What follows belongs to an exercise in optimizing a design on an open flow for small area; a production flow would make more cautious choices. The RTL was checked by simulation tests, not by an equivalence proof against the original design. Power is estimated from default activity; no workload was simulated.

## exp/sierra
// sd_frame_reader_top
module sd_frame_reader_top
(
  input  wire        clk,
  input  wire        rst,
  output wire        sd_sck,
  output wire        sd_mosi,
  input  wire        sd_miso,
  output wire        sd_cs_n,
  output wire [31:0] waddr,
  output reg  [7:0]  wdata,
  output wire        we,
  output wire        frame_done,
  output wire        init_ready,
  output wire        init_is_sdhc,
  output wire        any_error
);
Size in the first run: ~460 cells after synthesis, about 51 I/O pins, about 3500 µm² of cells after synthesis.
Settings: LEC_CHECK=0, ABC_AREA=1, CAP_MARGIN=20, CORE_MARGIN=2, CORE_UTILIZATION=60, PLACE_DENSITY=0.7, SLEW_MARGIN=20; clock period 10.0 ns.
standard.sh (not shown) runs the stock make flow with config.mk's settings and CLKGATE_MAP_FILE= SYNTH_SCRIPT=/design/flow/synth_recipe.tcl, a recipe that flattens the netlist after the stock synthesis.
==> flow/flow/run.sh <==
#!/bin/bash
# Own layout flow: the standard synthesis, then an area re-mapping of the
# combinational logic (registers untouched), then the standard layout.
set -euo pipefail
W=$(pwd)
R=$W/orfs/results/$FLOW_PLATFORM/sd_frame_reader_top/base
YOSYS=$FLOW_HOME/../tools/install/yosys/bin/yosys
[[ -x $YOSYS ]] || YOSYS=yosys

export BUFFER_PORTS_ARGS="-buffer_cell sky130_fd_sc_hd__buf_1"
export CTS_ARGS="-sink_clustering_enable -repair_clock_nets -dont_use_dummy_load -buf_list sky130_fd_sc_hd__clkbuf_4"

bash standard.sh synth > $W/log_synth.txt 2>&1
cp $R/1_2_yosys.v $W/std_synth.v

export REMAP_LIB=$FLOW_HOME/platforms/$FLOW_PLATFORM/lib/sky130_fd_sc_hd__tt_025C_1v80.lib
export REMAP_TOP=$FLOW_TOP
export REMAP_IN=$W/std_synth.v
export REMAP_OUT=$W/remap.v
export REMAP_ABC_TIME=60
export REMAP_DONT_USE="$(cat $W/flow/dont_use.txt)"
$YOSYS -c $W/flow/remap.tcl > $W/log_remap.txt 2>&1

cp $W/remap.v $R/1_2_yosys.v
rm -f $R/1_synth.odb $R/1_synth.sdc
bash standard.sh > $W/log_layout.txt 2>&1
Other scripts of this flow, unchanged in this note and not shown: flow/flow/dont_use.txt, flow/flow/remap.tcl
The inputs of exp/nickel differ from those of exp/sierra as listed below.
- PLACE_DENSITY no longer set, was 0.7
- CORE_UTILIZATION now 40, was 60
diff --git a/flow/flow/run.sh b/flow/flow/run.sh
--- a/flow/flow/run.sh
+++ b/flow/flow/run.sh
@@ -11 +10,0 @@
-export CTS_ARGS="-sink_clustering_enable -repair_clock_nets -dont_use_dummy_load -buf_list sky130_fd_sc_hd__clkbuf_4"
==> comparison <==
Proportion of total power due to net switching in exp/nickel is 2.8 points higher than in exp/sierra
Compared with exp/sierra, exp/nickel shows a lower via count.
Met2 track demand over resource, exp/sierra and exp/nickel: lower on exp/nickel
Summary: setup slack, exp/nickel better than exp/sierra
Final area: exp/nickel worse than exp/sierra
exp/nickel does better than exp/sierra on time the worst path needs with I/O delays and setup.
A source of the critical timing path of state[2]$_SDFF_PP0_ is what exp/nickel shows, while state[3]$_SDFF_PP0_ belongs to exp/sierra.
Count of filler cells inserted in the layout on exp/nickel is up relative to exp/sierra.
The final reports for exp/nickel and exp/sierra show met2 routed wirelength higher in the former.
Input changes introduced in exp/ember (baseline for comparison: exp/nickel):
- putting PLACE_DENSITY at 0.7 where nothing was set
- swapping 40 for 60 in CORE_UTILIZATION
diff --git a/flow/flow/run.sh b/flow/flow/run.sh
--- a/flow/flow/run.sh
+++ b/flow/flow/run.sh
@@ -10,0 +11 @@
+export CTS_ARGS="-sink_clustering_enable -repair_clock_nets -dont_use_dummy_load -buf_list sky130_fd_sc_hd__clkbuf_8 -sink_clustering_size 32 -sink_clustering_max_diameter 300"
==> comparison <==
- exp/ember vs. exp/nickel: share of cell area taken by flip-flops and latches increased by 1.0 points relative to the old numbers, hold violation total from the final report held.
- When exp/ember is set beside exp/nickel, its minimum clock period turns out to be 45 ps larger.
- Summary of the comparison: final worst-path setup slack is lower in exp/ember, relative to exp/nickel.
- On clock network fraction of total power, the higher figure sits with exp/nickel, not exp/ember.
- Wire length of the first global-routing pass (lower): exp/ember
- exp/nickel → exp/ember: remaining design rule violation count did not really move, design internal power went down.

Setup of job 102:
sd_frame_reader_top, a different RTL version from the one above (not shown whole).
For scale: ~420 cells after synthesis, roughly 51 I/O pins, roughly 3400 um2 of cells after synthesis.
Design sd_frame_reader_top, start of the top module:
module sd_frame_reader_top
#(
  parameter SYSCLK_HZ      = 100_000_000,
  parameter INIT_DIV       = 16'd250,
  parameter DATA_DIV       = 16'd2,
  parameter LBA_START      = 32'd2048,
  parameter BLOCKS_TO_READ = 32'd600
)
(
  input  wire        clk,
  input  wire        rst,
  output wire        sd_sck,
  output wire        sd_mosi,
  input  wire        sd_miso,
  output wire        sd_cs_n,
  output wire [31:0] waddr,
  output reg  [7:0]  wdata,
  output wire        we,
  output wire        frame_done,
  output wire        init_ready,
  output wire        init_is_sdhc,
  output wire        any_error
);
Settings: LEC_CHECK=0, ABC_AREA=1, CAP_MARGIN=20, CORE_MARGIN=2, CORE_UTILIZATION=60, PLACE_DENSITY=0.7, SLEW_MARGIN=20; clock period 10.0 ns.
==> flow/flow/run.sh <==
#!/bin/bash
# Own layout flow: the standard synthesis, then an area re-mapping of the
# combinational logic (registers untouched), then the standard layout.
set -euo pipefail
W=$(pwd)
R=$W/orfs/results/$FLOW_PLATFORM/sd_frame_reader_top/base
YOSYS=$FLOW_HOME/../tools/install/yosys/bin/yosys
[[ -x $YOSYS ]] || YOSYS=yosys

export BUFFER_PORTS_ARGS="-buffer_cell sky130_fd_sc_hd__buf_1"
export CTS_ARGS="-sink_clustering_enable -repair_clock_nets -dont_use_dummy_load -buf_list sky130_fd_sc_hd__clkbuf_4"
export SKIP_REPAIR_TIE_FANOUT=1

bash standard.sh synth > $W/log_synth.txt 2>&1
cp $R/1_2_yosys.v $W/std_synth.v

export REMAP_LIB=$FLOW_HOME/platforms/$FLOW_PLATFORM/lib/sky130_fd_sc_hd__tt_025C_1v80.lib
export REMAP_TOP=$FLOW_TOP
export REMAP_IN=$W/std_synth.v
export REMAP_OUT=$W/remap.v
export REMAP_ABC_TIME=90
export REMAP_DONT_USE="$(cat $W/flow/dont_use.txt)"
$YOSYS -c $W/flow/remap.tcl > $W/log_remap.txt 2>&1

cp $W/remap.v $R/1_2_yosys.v
rm -f $R/1_synth.odb $R/1_synth.sdc
bash standard.sh > $W/log_layout.txt 2>&1
==> flow/flow/remap.tcl <==
# Area re-mapping of the standard synthesis netlist's combinational logic.
# Every register instance keeps its name and cell type; only the logic
# between registers and ports is re-synthesised (ABC, area oriented).
yosys -import
set lib      $::env(REMAP_LIB)
set top      $::env(REMAP_TOP)
set abc_time $::env(REMAP_ABC_TIME)
set du {}
foreach c $::env(REMAP_DONT_USE) { lappend du -dont_use $c }

read_liberty -ignore_miss_func $lib
read_verilog $::env(REMAP_IN)
hierarchy -top $top
# sequential cells stay instances
setattr -mod -set keep_hierarchy 1 sky130_fd_sc_hd__*df* sky130_fd_sc_hd__*dl*
flatten
opt_clean -purge
select -module $top
tee -o $::env(REMAP_OUT).pre_stat.txt stat
abc -liberty $lib {*}$du -script "+strash;&get,-n;&deepsyn,-T,$abc_time;&dch,-f;&nf,-R,1000,-p;&put;topo"
opt_clean -purge
splitnets
opt_clean -purge
hilomap -singleton -hicell sky130_fd_sc_hd__conb_1 HI -locell sky130_fd_sc_hd__conb_1 LO
insbuf -buf sky130_fd_sc_hd__buf_4 A X
opt_clean -purge
select -clear
select $top
write_verilog -noattr -nohex -nodec -selected $::env(REMAP_OUT)
Other scripts of this flow, unchanged in this note and not shown: flow/flow/dont_use.txt
> inputs changed (job 102 -> job 104)
--- a/flow/flow/run.sh
+++ b/flow/flow/run.sh
@@ -20,3 +20,3 @@
 export REMAP_OUT=$W/remap.v
-export REMAP_ABC_TIME=90
+export REMAP_ABC_TIME=900
 export REMAP_DONT_USE="$(cat $W/flow/dont_use.txt)"
--- a/flow/flow/remap.tcl
+++ b/flow/flow/remap.tcl
@@ -19,3 +19,3 @@
 tee -o $::env(REMAP_OUT).pre_stat.txt stat
-abc -liberty $lib {*}$du -script "+strash;&get,-n;&deepsyn,-T,$abc_time;&dch,-f;&nf,-R,1000,-p;&put;topo"
+abc -liberty $lib {*}$du -script "+strash;&get,-n;&deepsyn,-J,300,-T,$abc_time;&dch,-f;&nf,-R,1000,-p;&put;topo"
 opt_clean -purge
Findings:
Job 104 | stages: all done | timing, DRC, antenna: all pass. On utilization: job 104 sits below job 102. When job 104 is set beside job 102, its area after synthesis turns out to be 1.1% smaller. Between job 102 and job 104, the met2 track demand over resource figures differ only marginally. Compared to job 102, the routing of job 104 uses less wire.

RTL: one of the versions met above, not the one the previous note started from.
Size: about 51 I/O pins, roughly 3500 sq um of cells after synthesis.
Design sd_frame_reader_top, start of the top module:
module sd_frame_reader_top
(
  input  wire        clk,
  input  wire        rst,
  output wire        sd_sck,
  output wire        sd_mosi,
  input  wire        sd_miso,
  output wire        sd_cs_n,
  output wire [31:0] waddr,
  output reg  [7:0]  wdata,
  output wire        we,
  output wire        frame_done,
  output wire        init_ready,
  output wire        init_is_sdhc,
  output wire        any_error
);
  localparam [4:0]
    S_RST      = 5'd0,
    S_DUMMY    = 5'd1,
    S_CMD0_S   = 5'd2,
    S_CMD0_R   = 5'd3,
    S_CMD8_S   = 5'd4,
    S_CMD8_R   = 5'd5,
    S_CMD8_RD  = 5'd6,
    S_LOOP     = 5'd7,
    S_CMD55_S  = 5'd8,
    S_CMD55_R  = 5'd9,
    S_ACMD41_S = 5'd10,
    S_ACMD41_R = 5'd11,
    S_CMD58_S  = 5'd12,
    S_CMD58_R  = 5'd13,
    S_CMD58_RD = 5'd14,
    S_CMD16_S  = 5'd15,
    S_CMD16_R  = 5'd16,
    S_ERR_I    = 5'd17,
    S_DONE     = 5'd18,
    S_RCMD_S   = 5'd19,
    S_RCMD_R   = 5'd20,
    S_WTOK     = 5'd21,
    S_STRF     = 5'd22,
    S_STREAM   = 5'd23,
    S_DROP     = 5'd24,
    S_BLK      = 5'd25,
    S_NEXT     = 5'd26,
    S_STOP_S   = 5'd27,
    S_STOP_R   = 5'd28,
    S_FIN      = 5'd29,
    S_ERR_R    = 5'd30;
  reg [4:0]  state;
  reg [16:0] R;
  wire [3:0] idx = R[11:8];
  reg [1:0]  ph;
  reg        sck;
  reg [2:0]  bitc;
  reg [7:0]  rx;
  reg        sdhc;
  reg [18:0] addr;
  wire idle  = (ph == 2'd0);
  wire start = (ph == 2'd1);
  wire busy  = (ph == 2'd2);
  wire done  = (ph == 2'd3);
  wire rd    = (state > S_DONE);           
  wire st_send  = (state == S_CMD0_S) | (state == S_CMD8_S) | (state == S_CMD55_S) |
  ...
export LEC_CHECK = 0
export ABC_AREA = 1
export CAP_MARGIN = 20
export CORE_MARGIN = 2
export CORE_UTILIZATION = 60
export PLACE_DENSITY = 0.7
export SLEW_MARGIN = 20
create_clock -name core_clock -period 10.0 [get_ports {clk}]
==> flow/flow/run.sh <==
#!/bin/bash
# Own layout flow: the standard synthesis, then an area re-mapping of the
# combinational logic (registers untouched), then the standard layout.
set -euo pipefail
W=$(pwd)
R=$W/orfs/results/$FLOW_PLATFORM/sd_frame_reader_top/base
YOSYS=$FLOW_HOME/../tools/install/yosys/bin/yosys
[[ -x $YOSYS ]] || YOSYS=yosys

export BUFFER_PORTS_ARGS="-buffer_cell sky130_fd_sc_hd__buf_1"
export CTS_ARGS="-sink_clustering_enable -repair_clock_nets -dont_use_dummy_load -buf_list sky130_fd_sc_hd__clkbuf_8"

bash standard.sh synth > $W/log_synth.txt 2>&1
cp $R/1_2_yosys.v $W/std_synth.v

export REMAP_LIB=$FLOW_HOME/platforms/$FLOW_PLATFORM/lib/sky130_fd_sc_hd__tt_025C_1v80.lib
export REMAP_TOP=$FLOW_TOP
export REMAP_IN=$W/std_synth.v
export REMAP_OUT=$W/remap.v
export REMAP_ABC_TIME=60
export REMAP_DONT_USE="$(cat $W/flow/dont_use.txt)"
$YOSYS -c $W/flow/remap.tcl > $W/log_remap.txt 2>&1

cp $W/remap.v $R/1_2_yosys.v
rm -f $R/1_synth.odb $R/1_synth.sdc
bash standard.sh > $W/log_layout.txt 2>&1
==> flow/flow/remap.tcl <==
# Area re-mapping of the standard synthesis netlist's combinational logic.
# Every register instance keeps its name and cell type; only the logic
# between registers and ports is re-synthesised (ABC, area oriented).
yosys -import
set lib      $::env(REMAP_LIB)
set top      $::env(REMAP_TOP)
set abc_time $::env(REMAP_ABC_TIME)
set du {}
foreach c $::env(REMAP_DONT_USE) { lappend du -dont_use $c }

read_liberty -ignore_miss_func $lib
read_verilog $::env(REMAP_IN)
hierarchy -top $top
# sequential cells stay instances
setattr -mod -set keep_hierarchy 1 sky130_fd_sc_hd__*df* sky130_fd_sc_hd__*dl*
flatten
opt_clean -purge
select -module $top
tee -o $::env(REMAP_OUT).pre_stat.txt stat
abc -liberty $lib {*}$du -script "+strash;&get,-n;&deepsyn,-T,$abc_time;&put;dch,-f;amap;topo"
opt_clean -purge
splitnets
opt_clean -purge
hilomap -singleton -hicell sky130_fd_sc_hd__conb_1 HI -locell sky130_fd_sc_hd__conb_1 LO
insbuf -buf sky130_fd_sc_hd__buf_4 A X
opt_clean -purge
select -clear
select $top
write_verilog -noattr -nohex -nodec -selected $::env(REMAP_OUT)
Other scripts of this flow, unchanged in this note and not shown: flow/flow/dont_use.txt
The starting point produced a clean layout.
Edit:
--- a/flow/flow/run.sh
+++ b/flow/flow/run.sh
@@ -11 +11,2 @@
-export CTS_ARGS="-sink_clustering_enable -repair_clock_nets -dont_use_dummy_load -buf_list sky130_fd_sc_hd__clkbuf_8"
+export CTS_ARGS="-sink_clustering_enable -repair_clock_nets -dont_use_dummy_load -buf_list sky130_fd_sc_hd__clkbuf_4"
+export SKIP_REPAIR_TIE_FANOUT=1
@@ -20 +21 @@
-export REMAP_ABC_TIME=60
+export REMAP_ABC_TIME=90
--- a/flow/flow/remap.tcl
+++ b/flow/flow/remap.tcl
@@ -20 +20 @@
-abc -liberty $lib {*}$du -script "+strash;&get,-n;&deepsyn,-T,$abc_time;&put;dch,-f;amap;topo"
+abc -liberty $lib {*}$du -script "+strash;&get,-n;&deepsyn,-T,$abc_time;&dch,-f;&nf,-R,1000,-p;&put;topo"
Outcome: The new run finished clean; sequential share of layout area increases by 1.7 points; utilization shrinks by 2.4 points; via count goes down by 3.1%; worst setup slack gains 0.012 ns.
Edit:
--- a/flow/flow/run.sh
+++ b/flow/flow/run.sh
@@ -11,2 +11 @@
-export CTS_ARGS="-sink_clustering_enable -repair_clock_nets -dont_use_dummy_load -buf_list sky130_fd_sc_hd__clkbuf_4"
-export SKIP_REPAIR_TIE_FANOUT=1
+export CTS_ARGS="-sink_clustering_enable -repair_clock_nets -dont_use_dummy_load -buf_list sky130_fd_sc_hd__clkbuf_16 -sink_clustering_size 64 -sink_clustering_max_diameter 300"
@@ -21 +20 @@
-export REMAP_ABC_TIME=90
+export REMAP_ABC_TIME=60
--- a/flow/flow/remap.tcl
+++ b/flow/flow/remap.tcl
@@ -20 +20 @@
-abc -liberty $lib {*}$du -script "+strash;&get,-n;&deepsyn,-T,$abc_time;&dch,-f;&nf,-R,1000,-p;&put;topo"
+abc -liberty $lib {*}$du -script "+strash;&get,-n;&deepsyn,-T,$abc_time;&put;dch,-f;amap;topo"
What happened:
- combinational power rises by 10%
- core utilization rose by 4.2 points
- power increases by 31%
- setup slack improves by 0.011 ns
- synthesized cell count came out higher by 10%
- die area climbs by 1.4%
- final cell count rose by 11%
- synthesized area increases by 1.4%

port drivers added, routing unchanged:
How much do the figures lean on ideal ports? The routed layouts below were timed once more, with nothing changed but the port constraints.
Step 1: set_driving_cell puts a clkbuf_16 on clk and a buf_2 on each other input, an assumption about the parent block.
Step 2 adds t to the input delays and takes it off the output delays; t is the mean of the earliest and latest rising clock arrival at the registers after step 1. Input paths then give back, and output paths get back, about the clock's delay inside the block.
a / b / c = ideal ports / drivers / drivers and shift; a / b = the first two.
run | shift t [ns] | setup slack, ns | slew at the worst register clock pin (ns) | cell pins on the clock port's net
exp/sierra | 0.426 | 5.113 / 5.083 / 5.510 | 0.10 / 0.10 | 1
exp/nickel | 0.379 | 5.163 / 5.128 / 5.507 | 0.09 / 0.09 | 1
exp/ember | 0.363 | 5.118 / 5.086 / 5.449 | 0.07 / 0.07 | 1
job 102 | 0.424 | 4.901 / 4.874 / 5.298 | 0.10 / 0.10 | 1
job 104 | 0.425 | 4.953 / 4.924 / 5.350 | 0.11 / 0.11 | 1
the first run of note 3 | 0.363 | 5.118 / 5.086 / 5.449 | 0.07 / 0.07 | 1
the second run of note 3 | 0.432 | 5.130 / 5.102 / 5.534 | 0.11 / 0.11 | 1
the third run of note 3 | 0.353 | 5.141 / 5.106 / 5.459 | 0.05 / 0.05 | 1
After both steps every run listed still meets setup and hold.
